From an optimization exercise on the open Yosys and OpenROAD flow, aimed at small area, a short achievable clock period and few clock cycles per item; shortcuts taken in it are not production practice. In this exercise RTL edits were held to simulation tests only and were not proved equivalent to the original.

## flow/design.v (module list and top-level ports; edited modules follow where they fit)
// module mmult: 2033 lines
// module fa: 4 lines
module mmult(
  input  clk,                  
  input  reset_n,              
  input  enable,               
  input  [0:9*8-1] A_mat,      
  input  [0:9*8-1] B_mat,      
  output valid,                
  output reg [0:9*17-1] C_mat  
);
  // ...
==> flow/flow/run.sh <==
#!/bin/bash
# The standard layout, with the smallest buffer on each port.
set -euo pipefail
bash standard.sh BUFFER_PORTS_ARGS="-buffer_cell sky130_fd_sc_hd__buf_1" finish > standard.log 2>&1
==> flow/standard.sh <==
#!/bin/bash
# synth_recipe.tcl (not shown) runs the flow's synth.tcl, then flattens the netlist and writes it again
# the make line also repeats each setting of config.mk as NAME=value (left out here)
make -C /OpenROAD-flow-scripts/flow DESIGN_CONFIG=/design/flow/config.mk WORK_HOME=/design/flow/orfs CLKGATE_MAP_FILE= SYNTH_SCRIPT=/design/flow/synth_recipe.tcl "${@:-finish}"
==> flow/config.mk <==
export PLATFORM = sky130hd
export DESIGN_NAME = mmult
export DESIGN_NICKNAME = mmult
export VERILOG_FILES = /design/flow/design.v
export SDC_FILE = /design/flow/constraint.sdc
export NUM_CORES = 4
export LEC_CHECK = 0
export CAP_MARGIN = 5
export CORE_MARGIN = 2
export CORE_UTILIZATION = 55
export PLACE_DENSITY = 0.7
export SLEW_MARGIN = 5
export SYNTH_HIERARCHICAL = 1
export SYNTH_MINIMUM_KEEP_SIZE = 0
==> flow/constraint.sdc <==
create_clock -name core_clock -period 90.0 [get_ports {clk}]
set_input_delay 18.0000 -clock core_clock [delete_from_list [all_inputs] [get_ports {clk}]]
set_output_delay 18.0000 -clock core_clock [all_outputs]
set_load 0.01 [all_outputs]
==> qor.yml, run 1 <==
finish:
  area_delta_synth_final_pct: 9.59
  design_area_sq_um: 21400
  signal_buffers: 328
  dominant_cells: "multi-input combinational cells"
sta:
  hold_viol: 0
  worst-slew-pin-transition_ns: 1.09
  finalSetupViolCount: 0
  fin_crit_ns: 23.83
  max_slew_margin_pct: 27.2
drt:
  first_pass_iters: 7
  met2WireLength_microns: 25300
setup_path:
  r2r_end: "C_mat[85]$_DFFE_PP_"
  worstPathArrival_ns: 24.11
  crit_path_cell_trace: "buf_1 > mux2i_1 > o21ai_2 > buf_4 > nand2_1 > fa_1 > fa_1 > fa_1 > fa_1 > fa_1 > fa_1 > fa_1 > fa_1 > fa_1 > inv_1 > ha_1 > a41oi_1 > o21bai_1 > a21oi_1 > xor2_1"
  path_max_fanout: 24
  worstReg2RegStart: "row[0]$_DFFE_PN0P_"
  crit_start: "A_mat[39]"
  path_buf_inv: 3
floorplanning:
  initial_utilization_pct: 56.2
  io_pins: 301
  placementRows: 68
clocking:
  htree_levels: 4
placed_design:
  placed_cells: 2303
  dp_hpwl_microns: 39900
global_routing:
  grt_max_degree: 50
  grtUsageMet3_pct: 6.04
  grt_pass1_vias: 14976
run_status:
  status: "finished clean"
synthesis:
  synthArstFlopShare_pct: 1.92
  synth_common_cells: "609 x nand2_1, 504 x fa_1, 153 x edfxtp_1"
  ys_seq_area_share_pct: 23.9
worst_hold_path:
  min_path_type: "reg2reg"
Testbench counts, summed over its fixed seeds: cycles 1,600, mults 320.
==> run 2, diff against run 1 <==
==> flow/flow/run.sh (replaced) <==
#!/bin/bash
# The standard layout, with the smallest buffer on each port and a clock tree
# without dummy loads.
set -euo pipefail
bash standard.sh BUFFER_PORTS_ARGS="-buffer_cell sky130_fd_sc_hd__buf_1" \
  CTS_ARGS="-sink_clustering_enable -repair_clock_nets -dont_use_dummy_load -buf_list sky130_fd_sc_hd__clkbuf_8" \
  finish > standard.log 2>&1
==> run 2 against run 1 <==
  * Largest cell class unchanged
  * Fmax grew 0.31%
  * Via count increased by 0.11%
  * Clock-buffer cell count is 2 lower
  * Clock skew up 0.0028 ns
  * Sequential share of layout area is 0.32 points higher
  * Hold slack gained 0.0013 ns
==> qor.yml, run 2 <==
placed_design:
  place_area_sq_um: 20800
  dp_hpwl_microns: 39900  # unchanged
  io_buffers: 300
  post-place-ws_ns: 65.72
  gp_congestion: 0.909
synthesis:
  avgSynthCellArea_sq_um: 11.8
  yosysTopAreaCell: "fa_1"
  yosys_warnings: 7
  synth_top_area_share_pct: 51.7
  synth_common_cells: "609 x nand2_1, 504 x fa_1, 153 x edfxtp_1"
  synth-edff-count: 153
  synthTopCellsByArea: "fa_1 52%, edfxtp_1 24%, nand2_1 12%"
  synth_seq_cells: 156
  synthArstFlopShare_pct: 1.92  # unchanged
  syn_inst: 1648
  synth_ff_type: "edfxtp_1"
  ys_seq_area_share_pct: 23.9  # unchanged
  yosysMostFrequentCell: "nand2_1"
  ys_types: 42
  syn-cell-area_sq_um: 19500
  synth_nets: 2326
setup_path:
  worstPathRequired_ns: 90.31
  crit_start: "A_mat[39]"
  critPathKind: "in2reg"
  path_max_fanout: 24  # unchanged
  path_buf_inv: 3  # unchanged
  worstRegToRegCells: 21
  max_stage_delay_ns: 0.55
  crit_path_cell_trace: "buf_1 > mux2i_1 > o21ai_2 > buf_4 > nand2_1 > fa_1 > fa_1 > fa_1 > fa_1 > fa_1 > fa_1 > fa_1 > fa_1 > fa_1 > inv_1 > ha_1 > a41oi_1 > o21bai_1 > a21oi_1 > xor2_1"
  worstSetupPathDepth: 20
  cpLargestDelayFamily: "adder cells"
  cp-start-kind: "primary input"
  worstPathArrival_ns: 24.07  # -0.04 ns
  worstSetupEndpoint: "C_mat[85]$_DFFE_PP_"
  r2r_end: "C_mat[85]$_DFFE_PP_"
  r2r_slack_ns: 82.33
  endpoint_kind: "register"
  worstReg2RegStart: "row[0]$_DFFE_PN0P_"
  cp_common_cell: "fa_1"
  cp_slowest_cell: "fa_1"
global_routing:
  grt_max_degree: 50  # unchanged
  overflow: 0
  grt_pass1_vias: 14917  # -0.39%
  grt_usage_pct: 29.1
  antenna_found_initial: 5
  grt_pass1_wl_microns: 79400
sta:
  setup_slack_ns: 66.24
  timing.fmax_ghz: 0.0421
  finalSetupViolCount: 0  # unchanged
  setup_tns_ns: 0
  max_slew_margin_pct: 27.5  # +0.35 points
  worst-slew-pin-transition_ns: 1.09  # -0.00519 ns
  whs_ns: 0.522
  fin_crit_ns: 23.76  # -0.0738 ns
  hold_viol: 0  # unchanged
  rsz0062_at_grt: "no"
  finalMaxSlewViolations: 0
  period_share_pct: 26.4
  fin_skew_ns: 0.0181
run_status:
  status: "finished clean"
finish:
  largest_reg_flops: 153
  reg_top3: "C_mat: 153 flops, row: 2 flops, done: 1 flops"
  final_nets: 2545
  area_delta_synth_final_pct: 8.00
  fill_cells: 2878
  layout_common_cells: "609 x nand2_1, 504 x fa_1, 300 x buf_1, 153 x edfxtp_1, 53 x inv_1"
  drive_above_1_share_pct: 4.34
  regMostFlops: "C_mat"
  design_area_sq_um: 21100  # -1.5%
  layout_commonest_cell: "nand2_1"
drt:
  finalWirelength_microns: 50700
  first_pass_iters: 8  # +1
  num_vias: 13526
  ant_nets: 0
  vias_per_cell: 5.82
  drc_errors: 0
  wl_per_cell_microns: 21.8
  first_iter_violations: 1056
floorplanning:
  placementRows: 68  # unchanged
  initial_utilization_pct: 56.2  # unchanged
  die_area_sq_um: 37000
  core_area_sq_um: 34700
  die_height_microns: 192
  die_w_microns: 192
  io_pins: 301  # unchanged
job:
  drv_cap: 0
worst_hold_path:
  holdPathStages: 1
  min_path_type: "reg2reg"
clocking:
  cts_tree: "yes"
  clockBufferDepth: 2
  htree_levels: 4  # unchanged
  post_cts_buffers: 0
  clk_latency_ns: 0.48
  ctsHoldBuffers: 0
  path_clk_slew_ns: 0.07
  cts_resized: 0
  numClockSinks: 156
  cts_made_buffers: 17
  root_buffer: "clkbuf_8"
==> run 2: kinds of logic (layout without fill, tap and decap cells) <==
group           Yosys count  count (layout)  synth area share (%)
buf+inv                 181             398                  4.18
simple gates            651             651                  13.0
fa+ha+maj               531             531                  53.5
flops                   156             156                  23.9
compound gates           65              65                  2.43
other cells               0               5                     0
xor+xnor                 40              40                  1.80
mux                      24              24                  1.23
==> run 2: final cells by class <==
type / count / area [sq um] / area share (%)
antenna: 5 / 12.5 / 0.0594
inverter: 53 / 199 / 0.944
timing repair buffer: 328 / 1340 / 6.34
tap: 455 / 569 / 2.70
clock buffer: 17 / 234 / 1.11
sequential: 156 / 4670 / 22.2
multi-input combinational: 1311 / 14000 / 66.7
==> run 2: routing by layer <==
metal	global-route usage, %	vias up	wire, microns
met5	0	-	0
met4	13.8	0	2330
met2	48.0	863	25100
li1	-	5528	-
met3	5.91	177	4770
met1	37.4	6958	18500
==> run 2: worst min path at each step <==
stage | start | to | slack [ns]
4_1_cts | done$_DFFE_PN0P_ | done$_DFFE_PN0P_ | 0.52
5_1_grt | done$_DFFE_PN0P_ | done$_DFFE_PN0P_ | 0.52
3_3_place_gp | done$_DFFE_PN0P_ | done$_DFFE_PN0P_ | 0.50
3_5_place_dp | done$_DFFE_PN0P_ | done$_DFFE_PN0P_ | 0.50
2_1_floorplan | done$_DFFE_PN0P_ | done$_DFFE_PN0P_ | 0.53
6_report | done$_DFFE_PN0P_ | done$_DFFE_PN0P_ | 0.52
==> run 2: stage by stage <==
| step | instances | utilization (%) |
|---|---|---|
| CTS | 2320 | 60.7 |
| floorplan | 1648 | - |
| detailed placement | 2303 | 60.0 |
| global placement | 2303 | 60.0 |
| global route | 2323 | 60.7 |
| finish | 2325 | 60.7 |
==> run 2: per-module statistics from Yosys, one instance, submodules excluded <==
| module | flip-flops and latches | times used | area, sq um |
|---|---|---|---|
| mmult | 156 | 1 | 9420 |
| fa | 0 | 504 | 20.0 |
==> run 3, diff against run 2 <==
--- a/flow/config.mk
+++ b/flow/config.mk
@@ -7,8 +7,8 @@
 export LEC_CHECK = 0
 export CAP_MARGIN = 5
 export CORE_MARGIN = 2
-export CORE_UTILIZATION = 55
-export PLACE_DENSITY = 0.7
+export CORE_UTILIZATION = 70
+export PLACE_DENSITY = 0.85
 export SLEW_MARGIN = 5
 export SYNTH_HIERARCHICAL = 1
 export SYNTH_MINIMUM_KEEP_SIZE = 0
==> run 3 against run 2 <==
  * First-iteration DRC count up 30%
  * Non-clock buffer count up 1
  * Clock-buffer cell count unchanged
  * Utilization up 15 points
==> qor.yml, run 3 <==
floorplanning:
  io_pins: 301  # unchanged
  placementRows: 61  # -10%
  initial_utilization_pct: 70.6  # +14 points
  core_area_sq_um: 27600  # -20%
  die_area_sq_um: 29200  # -21%
  die_w_microns: 171  # -11%
  die_height_microns: 171  # -11%
synthesis:
  yosys_warnings: 7  # unchanged
  yosysTopAreaCell: "fa_1"
  synth_ff_type: "edfxtp_1"
  synthArstFlopShare_pct: 1.92  # unchanged
  ys_types: 42  # unchanged
  synthTopCellsByArea: "fa_1 52%, edfxtp_1 24%, nand2_1 12%"
  avgSynthCellArea_sq_um: 11.8  # unchanged
  syn-cell-area_sq_um: 19500  # unchanged
  yosysMostFrequentCell: "nand2_1"
  synth_common_cells: "609 x nand2_1, 504 x fa_1, 153 x edfxtp_1"
  synth_seq_cells: 156  # unchanged
  syn_inst: 1648  # unchanged
  synth_top_area_share_pct: 51.7  # unchanged
  ys_seq_area_share_pct: 23.9  # unchanged
  synth_nets: 2326  # unchanged
  synth-edff-count: 153  # unchanged
setup_path:
  crit_start: "A_mat[38]"
  max_stage_delay_ns: 0.58  # +0.03 ns
  worstReg2RegStart: "row[0]$_DFFE_PN0P_"
  worstPathRequired_ns: 90.28  # -0.03 ns
  path_max_fanout: 24  # unchanged
  cp_common_cell: "fa_1"
  critPathKind: "in2reg"
  worstRegToRegCells: 22  # +4.8%
  r2r_slack_ns: 82.61  # +0.28 ns
  r2r_end: "C_mat[85]$_DFFE_PP_"
  endpoint_kind: "register"
  cp_slowest_cell: "fa_1"
  worstPathArrival_ns: 24.06  # about the same
  cp-start-kind: "primary input"
  crit_path_cell_trace: "buf_1 > mux2i_1 > o21ai_2 > buf_4 > nand2_1 > fa_1 > fa_1 > fa_1 > fa_1 > fa_1 > fa_1 > fa_1 > fa_1 > fa_1 > inv_1 > ha_1 > a41oi_2 > o21bai_2 > a221oi_2 > xor2_1"
sta:
  hold_viol: 0  # unchanged
  finalMaxSlewViolations: 0  # unchanged
  timing.fmax_ghz: 0.0420  # about the same
  fin_crit_ns: 23.78  # +0.0216 ns
  finalSetupViolCount: 0  # unchanged
  rsz0062_at_grt: "no"
  setup_slack_ns: 66.22  # -0.0216 ns
  max_slew_margin_pct: 49.7  # +22 points
  setup_tns_ns: 0  # unchanged
  fin_skew_ns: 0.0225  # +0.00442 ns
  worst-slew-pin-transition_ns: 0.755  # -0.332 ns
  period_share_pct: 26.4  # about the same
  whs_ns: 0.518  # -0.00390 ns
global_routing:
  grt_pass1_vias: 15597  # +4.6%
  grt_usage_pct: 36.6  # +7.5 points
  grt_max_degree: 50  # unchanged
  overflow: 0  # unchanged
  antenna_found_initial: 2  # -3
  grt_pass1_wl_microns: 79000  # -0.51%
drt:
  first_iter_violations: 1372  # +30%
  drc_errors: 0  # unchanged
  vias_per_cell: 6.25  # +7.5%
  first_pass_iters: 6  # -2
  num_vias: 14054  # +3.9%
  ant_nets: 0  # unchanged
  finalWirelength_microns: 50500  # -0.32%
  wl_per_cell_microns: 22.5  # +3.1%
finish:
  regMostFlops: "C_mat"
  largest_reg_flops: 153  # unchanged
  area_delta_synth_final_pct: 7.52
  design_area_sq_um: 21000  # -0.45%
  layout_common_cells: "609 x nand2_1, 504 x fa_1, 300 x buf_1, 153 x edfxtp_1, 53 x inv_1"
  drive_above_1_share_pct: 4.39  # +0.051 points
  fin_cells: 2247  # -3.4%
  final_nets: 2546  # +0.039%
  layout_commonest_cell: "nand2_1"
  reg_top3: "C_mat: 153 flops, row: 2 flops, done: 1 flops"
clocking:
  htree_levels: 4  # unchanged
  path_clk_slew_ns: 0.08  # about the same
  clockBufferDepth: 2  # unchanged
  clk_latency_ns: 0.47  # about the same
  cts_tree: "yes"
  post_cts_buffers: 0  # unchanged
  cts_made_buffers: 17  # unchanged
  root_buffer: "clkbuf_8"
  ctsHoldBuffers: 0  # unchanged
  cts_resized: 0  # unchanged
  numClockSinks: 156  # unchanged
placed_design:
  post-place-ws_ns: 65.77  # +0.0511 ns
  dp_hpwl_microns: 39100  # -2.2%
  placed_cells: 2227  # -3.3%
  io_buffers: 300  # unchanged
  place_area_sq_um: 20700  # -0.43%
  gp_congestion: 0.946  # +4.0%
worst_hold_path:
  min_path_type: "reg2reg"
  hold_end: "done$_DFFE_PN0P_"
  worstHoldStart: "done$_DFFE_PN0P_"
  holdPathStages: 1  # unchanged
job:
  drv_cap: 0  # unchanged
run_status:
  status: "finished clean"
-- run 3: cell counts after synthesis --
No cell type changed its count.
-- run 3: worst max-delay path by stage --
stage / to / slack [ns] / cells past startpoint
4_1_cts: C_mat[119]$_DFFE_PP_ / 66.28 / 20
5_1_grt: C_mat[119]$_DFFE_PP_ / 65.98 / 20
6_report: C_mat[17]$_DFFE_PP_ / 66.22 / 20
3_3_place_gp: C_mat[136]$_DFFE_PP_ / 65.99 / 20
2_1_floorplan: C_mat[119]$_DFFE_PP_ / 66.43 / 19
3_5_place_dp: C_mat[119]$_DFFE_PP_ / 65.77 / 20
-- run 3: per-layer routing --
layer,vias to the layer above,global-route usage (%),wire length (microns)
met4,2,20.7,3290
met2,1223,60.4,24800
met1,7006,44.7,16400
met5,-,0,13
met3,294,9.18,5970
li1,5529,-,-
-- run 3: per-module statistics from Yosys, one instance, submodules excluded --
module | copies in the design | cells
fa | 504 | 1
mmult | 1 | 1144
-- run 3: final cells by class --
class                      count  area, sq um
multi-input combinational   1311        14000
fill                        1816         6650
sequential                   156         4670
timing repair buffer         329         1340
tap                          378          473
clock buffer                  17          234
inverter                      53          199
antenna                        3         7.51
-- run 3: logic make-up after synthesis --
group	Yosys count	share of synthesized area (%)
AND/OR/NAND/NOR	651	13.0
adder cells (fa/ha/maj)	531	53.5
buffers and inverters	181	4.18
XOR/XNOR	40	1.80
flip-flops	156	23.9
AO/OA/AOI/OAI	65	2.43
multiplexers	24	1.23
-- run 3: critical path: cells and delay by family --
kind	cells	cell delay, ns
adder cells (fa/ha/maj)	10	4.22
AO/OA/AOI/OAI	4	0.84
buffers and inverters	3	0.48
XOR/XNOR	1	0.26
AND/OR/NAND/NOR	1	0.16
multiplexers	1	0.08
-- run 3: stage by stage --
| step | util (%) |
|---|---|
| final | 75.9 |
| after global routing | 75.9 |
| after CTS | 75.9 |
| after detailed placement | 75.0 |
| after global placement | 75.0 |
| after floorplan | - |
==> run 4, diff against run 3 <==
==> flow/flow/run.sh (replaced) <==
#!/bin/bash
# The standard layout, with the smallest buffer on each port, a clock tree
# without dummy loads, and timing repair that aims for 66 ns of setup slack
# (a period near 24 ns) instead of stopping at any positive slack.
set -euo pipefail
bash standard.sh BUFFER_PORTS_ARGS="-buffer_cell sky130_fd_sc_hd__buf_1" \
  CTS_ARGS="-sink_clustering_enable -repair_clock_nets -dont_use_dummy_load -buf_list sky130_fd_sc_hd__clkbuf_8" \
  SETUP_SLACK_MARGIN=66 \
  finish > standard.log 2>&1
--- a/flow/config.mk
+++ b/flow/config.mk
@@ -7,8 +7,8 @@
 export LEC_CHECK = 0
 export CAP_MARGIN = 5
 export CORE_MARGIN = 2
-export CORE_UTILIZATION = 70
-export PLACE_DENSITY = 0.85
+export CORE_UTILIZATION = 55
+export PLACE_DENSITY = 0.7
 export SLEW_MARGIN = 5
 export SYNTH_HIERARCHICAL = 1
 export SYNTH_MINIMUM_KEEP_SIZE = 0
==> run 4 against run 3 <==
  * Still clean
  * Non-clock buffer count shrank 1
  * Worst setup slack gained 0.10 ns
  * Routed wire length grew 0.60%
  * Clock skew shrank 0.0046 ns
  * Via count shrank 4.2%
  * Largest cell class unchanged
  * Highest routed layer is now met4
==> qor.yml, run 4 <==
finish:
  regMostFlops: "C_mat"
  area_delta_synth_final_pct: 8.04
  reg_top3: "C_mat: 153 flops, row: 2 flops, done: 1 flops"
  layout_common_cells: "609 x nand2_1, 504 x fa_1, 300 x buf_1, 153 x edfxtp_1, 53 x inv_1"
  drive_above_1_share_pct: 4.40  # about the same
  final_nets: 2545  # -0.039%
  fill_cells: 2882  # +59%
  seqCellArea_sq_um: 4670  # unchanged
  layout_commonest_cell: "nand2_1"
  largest_reg_flops: 153  # unchanged
  fin_cells: 2325  # +3.5%
  multiInputGateArea_sq_um: 14100  # about the same
sta:
  period_share_pct: 26.3  # -0.11 points
  finalMaxSlewViolations: 0  # unchanged
  rsz0062_at_grt: "no"
  fin_skew_ns: 0.0179  # -0.00464 ns
  worst-slew-pin-transition_ns: 1.09  # +0.332 ns
  hold_viol: 0  # unchanged
  setup_tns_ns: 0  # unchanged
  max_slew_margin_pct: 27.6  # -22 points
  timing.fmax_ghz: 0.0422  # +0.43%
  fin_crit_ns: 23.68  # -0.103 ns
  finalSetupViolCount: 0  # unchanged
placed_design:
  placed_cells: 2303  # +3.4%
  dp_hpwl_microns: 39900  # +2.2%
  gp_congestion: 0.909  # -3.9%
  io_buffers: 300  # unchanged
global_routing:
  antenna_found_initial: 5  # +3
  overflow: 0  # unchanged
  grt_max_degree: 50  # unchanged
  grt_pass1_wl_microns: 79400  # +0.52%
  grt_pass1_vias: 14917  # -4.4%
  grt_usage_pct: 29.1  # -7.5 points
floorplanning:
  die_area_sq_um: 37000  # +27%
  die_height_microns: 192  # +13%
  io_pins: 301  # unchanged
  die_w_microns: 192  # +13%
  core_area_sq_um: 34700  # +26%
  initial_utilization_pct: 56.2  # -14 points
  placementRows: 68  # +11%
synthesis:
  synth_seq_cells: 156  # unchanged
  syn-cell-area_sq_um: 19500  # unchanged
  synthArstFlopShare_pct: 1.92  # unchanged
  synth_top_area_share_pct: 51.7  # unchanged
  synth-edff-count: 153  # unchanged
  yosysMostFrequentCell: "nand2_1"
  avgSynthCellArea_sq_um: 11.8  # unchanged
  synth_common_cells: "609 x nand2_1, 504 x fa_1, 153 x edfxtp_1"
  ys_seq_area_share_pct: 23.9  # unchanged
  synth_ff_type: "edfxtp_1"
  syn_inst: 1648  # unchanged
  yosys_warnings: 7  # unchanged
  yosysTopAreaCell: "fa_1"
  synthTopCellsByArea: "fa_1 52%, edfxtp_1 24%, nand2_1 12%"
  synth_nets: 2326  # unchanged
  ys_types: 42  # unchanged
clocking:
  clk_latency_ns: 0.48  # about the same
  numClockSinks: 156  # unchanged
  post_cts_buffers: 0  # unchanged
  ctsHoldBuffers: 0  # unchanged
  cts_resized: 0  # unchanged
  root_buffer: "clkbuf_8"
  htree_levels: 4  # unchanged
  cts_made_buffers: 17  # unchanged
  cts_tree: "yes"
  path_clk_slew_ns: 0.07  # about the same
  clockBufferDepth: 2  # unchanged
setup_path:
  path_max_fanout: 24  # unchanged
  crit_path_cell_trace: "buf_1 > mux2i_1 > o21ai_2 > buf_4 > nand2_1 > fa_1 > fa_1 > fa_1 > fa_1 > fa_1 > fa_1 > fa_1 > fa_1 > fa_1 > nor2_1 > a41oi_2 > o21bai_1 > a21oi_1 > xor2_1"
  worstPathRequired_ns: 90.22  # -0.06 ns
  cpLargestDelayFamily: "adder cells"
  endpoint_kind: "register"
  r2r_slack_ns: 82.40  # -0.21 ns
  r2r_end: "C_mat[85]$_DFFE_PP_"
  worstReg2RegStart: "row[0]$_DFFE_PN0P_"
  cp_slowest_cell: "fa_1"
  worstPathArrival_ns: 23.90  # -0.16 ns
  max_stage_delay_ns: 0.54  # -0.04 ns
  critPathKind: "in2reg"
  worstRegToRegCells: 20  # -9.1%
  cp_common_cell: "fa_1"
  path_buf_inv: 2  # -1
  cp-start-kind: "primary input"
worst_hold_path:
  min_path_type: "reg2reg"
  hold_end: "done$_DFFE_PN0P_"
  worstHoldStart: "done$_DFFE_PN0P_"
  holdPathStages: 1  # unchanged
drt:
  drc_errors: 0  # unchanged
  top_layer_used: "met4"
  num_vias: 13464  # -4.2%
  wl_met1_microns: 18600  # +13%
  first_pass_iters: 8  # +2
  vias_per_cell: 5.79  # -7.4%
  met2WireLength_microns: 25200  # +1.6%
  wl_per_cell_microns: 21.9  # -2.8%
  ant_nets: 0  # unchanged
  dr_wl_met3_microns: 4790  # -20%
  finalWirelength_microns: 50800  # +0.60%
  first_iter_violations: 990  # -28%
job:
  drv_cap: 0  # unchanged
run_status:
  status: "finished clean"
run 4: how the worst max path moves through the flow:
stage	startpoint	to	slack [ns]	cells past startpoint
2_1_floorplan	A_mat[31]	C_mat[119]$_DFFE_PP_	66.43	19
3_3_place_gp	A_mat[31]	C_mat[136]$_DFFE_PP_	65.92	20
3_5_place_dp	A_mat[39]	C_mat[136]$_DFFE_PP_	65.72	20
4_1_cts	A_mat[39]	C_mat[136]$_DFFE_PP_	66.26	20
5_1_grt	A_mat[39]	C_mat[136]$_DFFE_PP_	66.12	19
6_report	A_mat[39]	C_mat[85]$_DFFE_PP_	66.32	19
run 4: area by class of cell:
cell class	count	area share, %
sequential	156	22.2
clock buffer	17	1.11
inverter	53	0.944
tap	455	2.70
antenna	5	0.0594
multi-input combinational	1311	66.7
timing repair buffer	328	6.34
run 4: per-module statistics from Yosys, one instance, submodules excluded:
module  times used  area, sq um  cells inside
mmult            1         9420          1144
fa             504         20.0             1
run 4: logic make-up (layout without fill, tap and decap cells):
group                      after synthesis  after routing  synth area share (%)
AOI/OAI and AO/OA                       65             65                  2.43
xor gates and xnor gates                40             40                  1.80
adders and majority gates              531            531                  53.5
buffers and inverters                  181            398                  4.18
DFF                                    156            156                  23.9
muxes                                   24             24                  1.23
other                                    0              5                     0
and+or+nand+nor                        651            651                  13.0
run 4: through the flow:
step	hold slack, ns	worst slack [ns]	instance area [sq um]	util, %
floorplan	0.533	66.43	19500	-
global placement	0.499	65.92	20800	60.0
detailed placement	0.500	65.72	20800	60.0
CTS	0.519	66.26	21100	60.7
global route	0.523	66.12	21100	60.7
finish	0.520	66.32	21100	60.7
run 4: worst reg2reg max path: stages, from the launching register on:
cell      delay, ns
dfrtp_1        0.38
inv_1          0.12
ha_2           0.93
nand2_1        0.21
o21ai_2        0.12
buf_4          0.33
nand2_1        0.18
fa_1           0.50
fa_1           0.54
fa_1           0.43
fa_1           0.40
fa_1           0.42
fa_1           0.41
fa_1           0.40
fa_1           0.39
fa_1           0.47
nor2_1         0.26
a41oi_2        0.24
o21bai_1       0.29
a21oi_1        0.14
xor2_1         0.17
run 4: metal layers:
metal	vias up	track usage [%]
met2	885	48.0
met5	-	0
met4	0	13.8
met3	159	5.91
li1	5526	-
met1	6894	37.4
==> run 5, diff against run 4 <==
==> flow/flow/run.sh (replaced) <==
#!/bin/bash
# The standard layout, with the smallest buffer on each port, a clock tree
# without dummy loads, and timing repair that aims for 67 ns of setup slack
# (a period near 23 ns) instead of stopping at any positive slack.
set -euo pipefail
bash standard.sh BUFFER_PORTS_ARGS="-buffer_cell sky130_fd_sc_hd__buf_1" \
  CTS_ARGS="-sink_clustering_enable -repair_clock_nets -dont_use_dummy_load -buf_list sky130_fd_sc_hd__clkbuf_8" \
  SETUP_SLACK_MARGIN=67 \
  finish > standard.log 2>&1
==> run 5 against run 4 <==
  * Sequential share of layout area is 1.3 points lower
  * Global-route usage is 0.70 points higher
  * Design area is 6.0% higher
  * Final cell count is 1.1% higher
  * Utilization is 3.7 points higher
  * Die area stayed put
  * Critical endpoint is now C_mat[119]$_DFFE_PP_
  * Largest cell class unchanged
==> qor.yml, run 5 <==
sta:
  fin_skew_ns: 0.0291  # +0.0112 ns
  max_slew_margin_pct: 22.9  # -4.6 points
  fin_crit_ns: 23.12  # -0.557 ns
  finalMaxSlewViolations: 0  # unchanged
  timing.fmax_ghz: 0.0432  # +2.4%
  whs_ns: 0.505  # -0.0154 ns
  period_share_pct: 25.7  # -0.62 points
  hold_viol: 0  # unchanged
  setup_slack_ns: 66.88  # +0.557 ns
  setup_tns_ns: 0  # unchanged
  rsz0062_at_grt: "yes"
  finalSetupViolCount: 0  # unchanged
  worst-slew-pin-transition_ns: 1.16  # +0.0692 ns
finish:
  final_nets: 2574  # +1.1%
  regMostFlops: "C_mat"
  layout_commonest_cell: "nand2_1"
  fin_cells: 2350  # +1.1%
  reg_top3: "C_mat: 153 flops, row: 2 flops, done: 1 flops"
  drive_above_1_share_pct: 13.1  # +8.7 points
  layout_common_cells: "603 x nand2_1, 415 x fa_1, 299 x buf_1, 153 x edfxtp_1, 89 x fa_2"
  postLayoutCoreUtil_pct: 64.4  # +3.7 points
  design_area_sq_um: 22300  # +6.0%
  largest_reg_flops: 153  # unchanged
  area_delta_synth_final_pct: 14.5
setup_path:
  worstRegToRegCells: 20  # unchanged
  critPathKind: "in2reg"
  endpoint_kind: "register"
  cp-start-kind: "primary input"
  worstPathArrival_ns: 23.42  # -0.48 ns
  worstPathRequired_ns: 90.30  # +0.08 ns
  path_max_fanout: 24  # unchanged
clocking:
  cts_made_buffers: 17  # unchanged
  root_buffer: "clkbuf_8"
  cts_tree: "yes"
  clk_latency_ns: 0.48  # about the same
  path_clk_slew_ns: 0.08  # about the same
  numClockSinks: 156  # unchanged
  clockBufferDepth: 2  # unchanged
  htree_levels: 4  # unchanged
floorplanning:
  core_area_sq_um: 34700  # unchanged
  die_area_sq_um: 37000  # unchanged
  initial_utilization_pct: 56.2  # unchanged
  die_height_microns: 192  # unchanged
  io_pins: 301  # unchanged
  placementRows: 68  # unchanged
  die_w_microns: 192  # unchanged
synthesis:
  synth_mux_area_share_pct: 1.23  # unchanged
  syn-cell-area_sq_um: 19500  # unchanged
  synth_seq_cells: 156  # unchanged
  synth_compound_area_share_pct: 2.43  # unchanged
  yosysMostFrequentCell: "nand2_1"
  synthArstFlopShare_pct: 1.92  # unchanged
  synth_ff_type: "edfxtp_1"
  avgSynthCellArea_sq_um: 11.8  # unchanged
  synth_xor_area_share_pct: 1.80  # unchanged
  synth_top_area_share_pct: 51.7  # unchanged
  yosysTopAreaCell: "fa_1"
  synth-edff-count: 153  # unchanged
  ys_types: 42  # unchanged
  synth_nets: 2326  # unchanged
  synthTopCellsByArea: "fa_1 52%, edfxtp_1 24%, nand2_1 12%"
  synth_top_family_by_area: "adder cells"
  synth_common_cells: "609 x nand2_1, 504 x fa_1, 153 x edfxtp_1"
  ys_seq_area_share_pct: 23.9  # unchanged
  synthAdderAreaFrac_pct: 53.5  # unchanged
  syn_inst: 1648  # unchanged
  yosys_warnings: 7  # unchanged
  synth_simple_gate_area_share_pct: 13.0  # unchanged
placed_design:
  io_buffers: 300  # unchanged
  post-place-ws_ns: 66.08  # +0.357 ns
  dp_hpwl_microns: 40500  # +1.4%
  place_area_sq_um: 21100  # +1.2%
  gp_congestion: 0.884  # -2.7%
  placed_cells: 2303  # unchanged
drt:
  wl_per_cell_microns: 23.1  # +5.5%
  drc_errors: 0  # unchanged
  num_vias: 13797  # +2.5%
  first_pass_iters: 7  # -1
  ant_nets: 0  # unchanged
  vias_per_cell: 5.87  # +1.4%
  finalWirelength_microns: 54200  # +6.7%
  first_iter_violations: 1088  # +9.9%
global_routing:
  grt_pass1_vias: 15312  # +2.6%
  grt_usage_pct: 29.8  # +0.70 points
  grt_pass1_wl_microns: 81100  # +2.1%
  overflow: 0  # unchanged
  grt_max_degree: 50  # unchanged
  antenna_found_initial: 2  # -3
run_status:
  status: "finished clean"
worst_hold_path:
  min_path_type: "reg2reg"
  holdPathStages: 1  # unchanged
job:
  drv_cap: 0  # unchanged
run 5: final cells by class:
type	count	area [sq um]
Multi-Input combinational cell	1311	14700
Fill cell	2703	12400
Sequential cell	156	4670
Timing Repair Buffer	357	2010
Tap cell	455	569
Clock buffer	17	234
Inverter	53	199
Antenna cell	1	2.50
run 5: final timing paths:
| check | startpoint | end | slack [ns] |
|---|---|---|---|
| worst max register to register | row[0]$_DFFE_PN0P_ | C_mat[34]$_DFFE_PP_ | 82.86 |
| min in group asynchronous | reset_n | done$_DFFE_PN0P_ | 17.31 |
| max in group asynchronous | reset_n | row[0]$_DFFE_PN0P_ | 72.54 |
| worst max-delay path | A_mat[43] | C_mat[119]$_DFFE_PP_ | 66.88 |
| worst min register to register | done$_DFFE_PN0P_ | done$_DFFE_PN0P_ | 0.50 |
| worst min-delay path | done$_DFFE_PN0P_ | done$_DFFE_PN0P_ | 0.50 |
run 5: cell families after synthesis:
| kind of cell | after synthesis |
|---|---|
| AOI/OAI and AO/OA | 65 |
| xor gates and xnor gates | 40 |
| adders and majority gates | 531 |
| buffers and inverters | 181 |
| DFF | 156 |
| muxes | 24 |
| and+or+nand+nor | 651 |
run 5: per-module statistics from Yosys, one instance, submodules excluded:
| module | area [sq um] | flip-flops and latches |
|---|---|---|
| mmult | 9420 | 156 |
| fa | 20.0 | 0 |
run 5: timing repair:
item | 4_1_cts | 5_1_grt
pin swaps | 37 | 22
cloned | 5 | 5
resized for setup | 93 | 51
hold buffers | 0 | 0
hold endpoints to repair | 0 | 0
setup endpoints to repair | 54 | 63
buffers inserted | 9 | 10
run 5: per-layer routing:
layer  wire, microns  track usage, %  up-vias
met5               9           0.412        -
met2           27400            51.5      880
li1                -               -     5576
met1           19400            37.5     7156
met4            2420            12.3        2
met3            5030            5.33      183
run 5: critical path, stage by stage:
cell and delay, ns:
buf_1 0.12, mux2i_1 0.11, o21ai_2 0.18, buf_8 0.26, nand2_1 0.13, fa_1 0.44
fa_1 0.53, fa_1 0.44, fa_1 0.51, fa_1 0.44, fa_2 0.37, fa_2 0.35
fa_2 0.34, inv_2 0.07, ha_4 0.21, a41oi_4 0.26, o21bai_2 0.10, a221oi_2 0.28
xor2_1 0.25

## static timing again, ports no longer ideal
The flow's constraints put no driver on any port. The routed layouts listed below were extracted and timed again, unchanged, in two steps.
Step 1 sets driving cells, clkbuf_16 on the clock port and buf_2 on the other inputs (assumed; they add their load-dependent delay and slew).
Step 2 also shifts input and output timing later by t, the mid clock arrival at the registers, as if the neighbouring blocks saw the same clock.
a / b / c = ideal / step 1 / step 2; a / b = the first two.
| run | shift t [ns] | setup slack, ns | latest minus earliest clock arrival (ns) |
|---|---|---|---|
| run 1 | 0.494 | 66.166 / 66.194 / 65.700 | 0.015 / 0.015 |
| run 2 | 0.521 | 66.240 / 66.263 / 65.742 | 0.029 / 0.028 |
| run 3 | 0.510 | 66.218 / 66.245 / 65.735 | 0.024 / 0.024 |
| run 4 | 0.522 | 66.321 / 66.345 / 65.823 | 0.029 / 0.029 |
| run 5 | 0.516 | 66.878 / 66.847 / 66.331 | 0.033 / 0.033 |
After both steps every run listed still meets setup and hold. The setup slack of run 5, which loses most, moves by -0.031 ns with the drivers and by -0.547 ns with both steps.
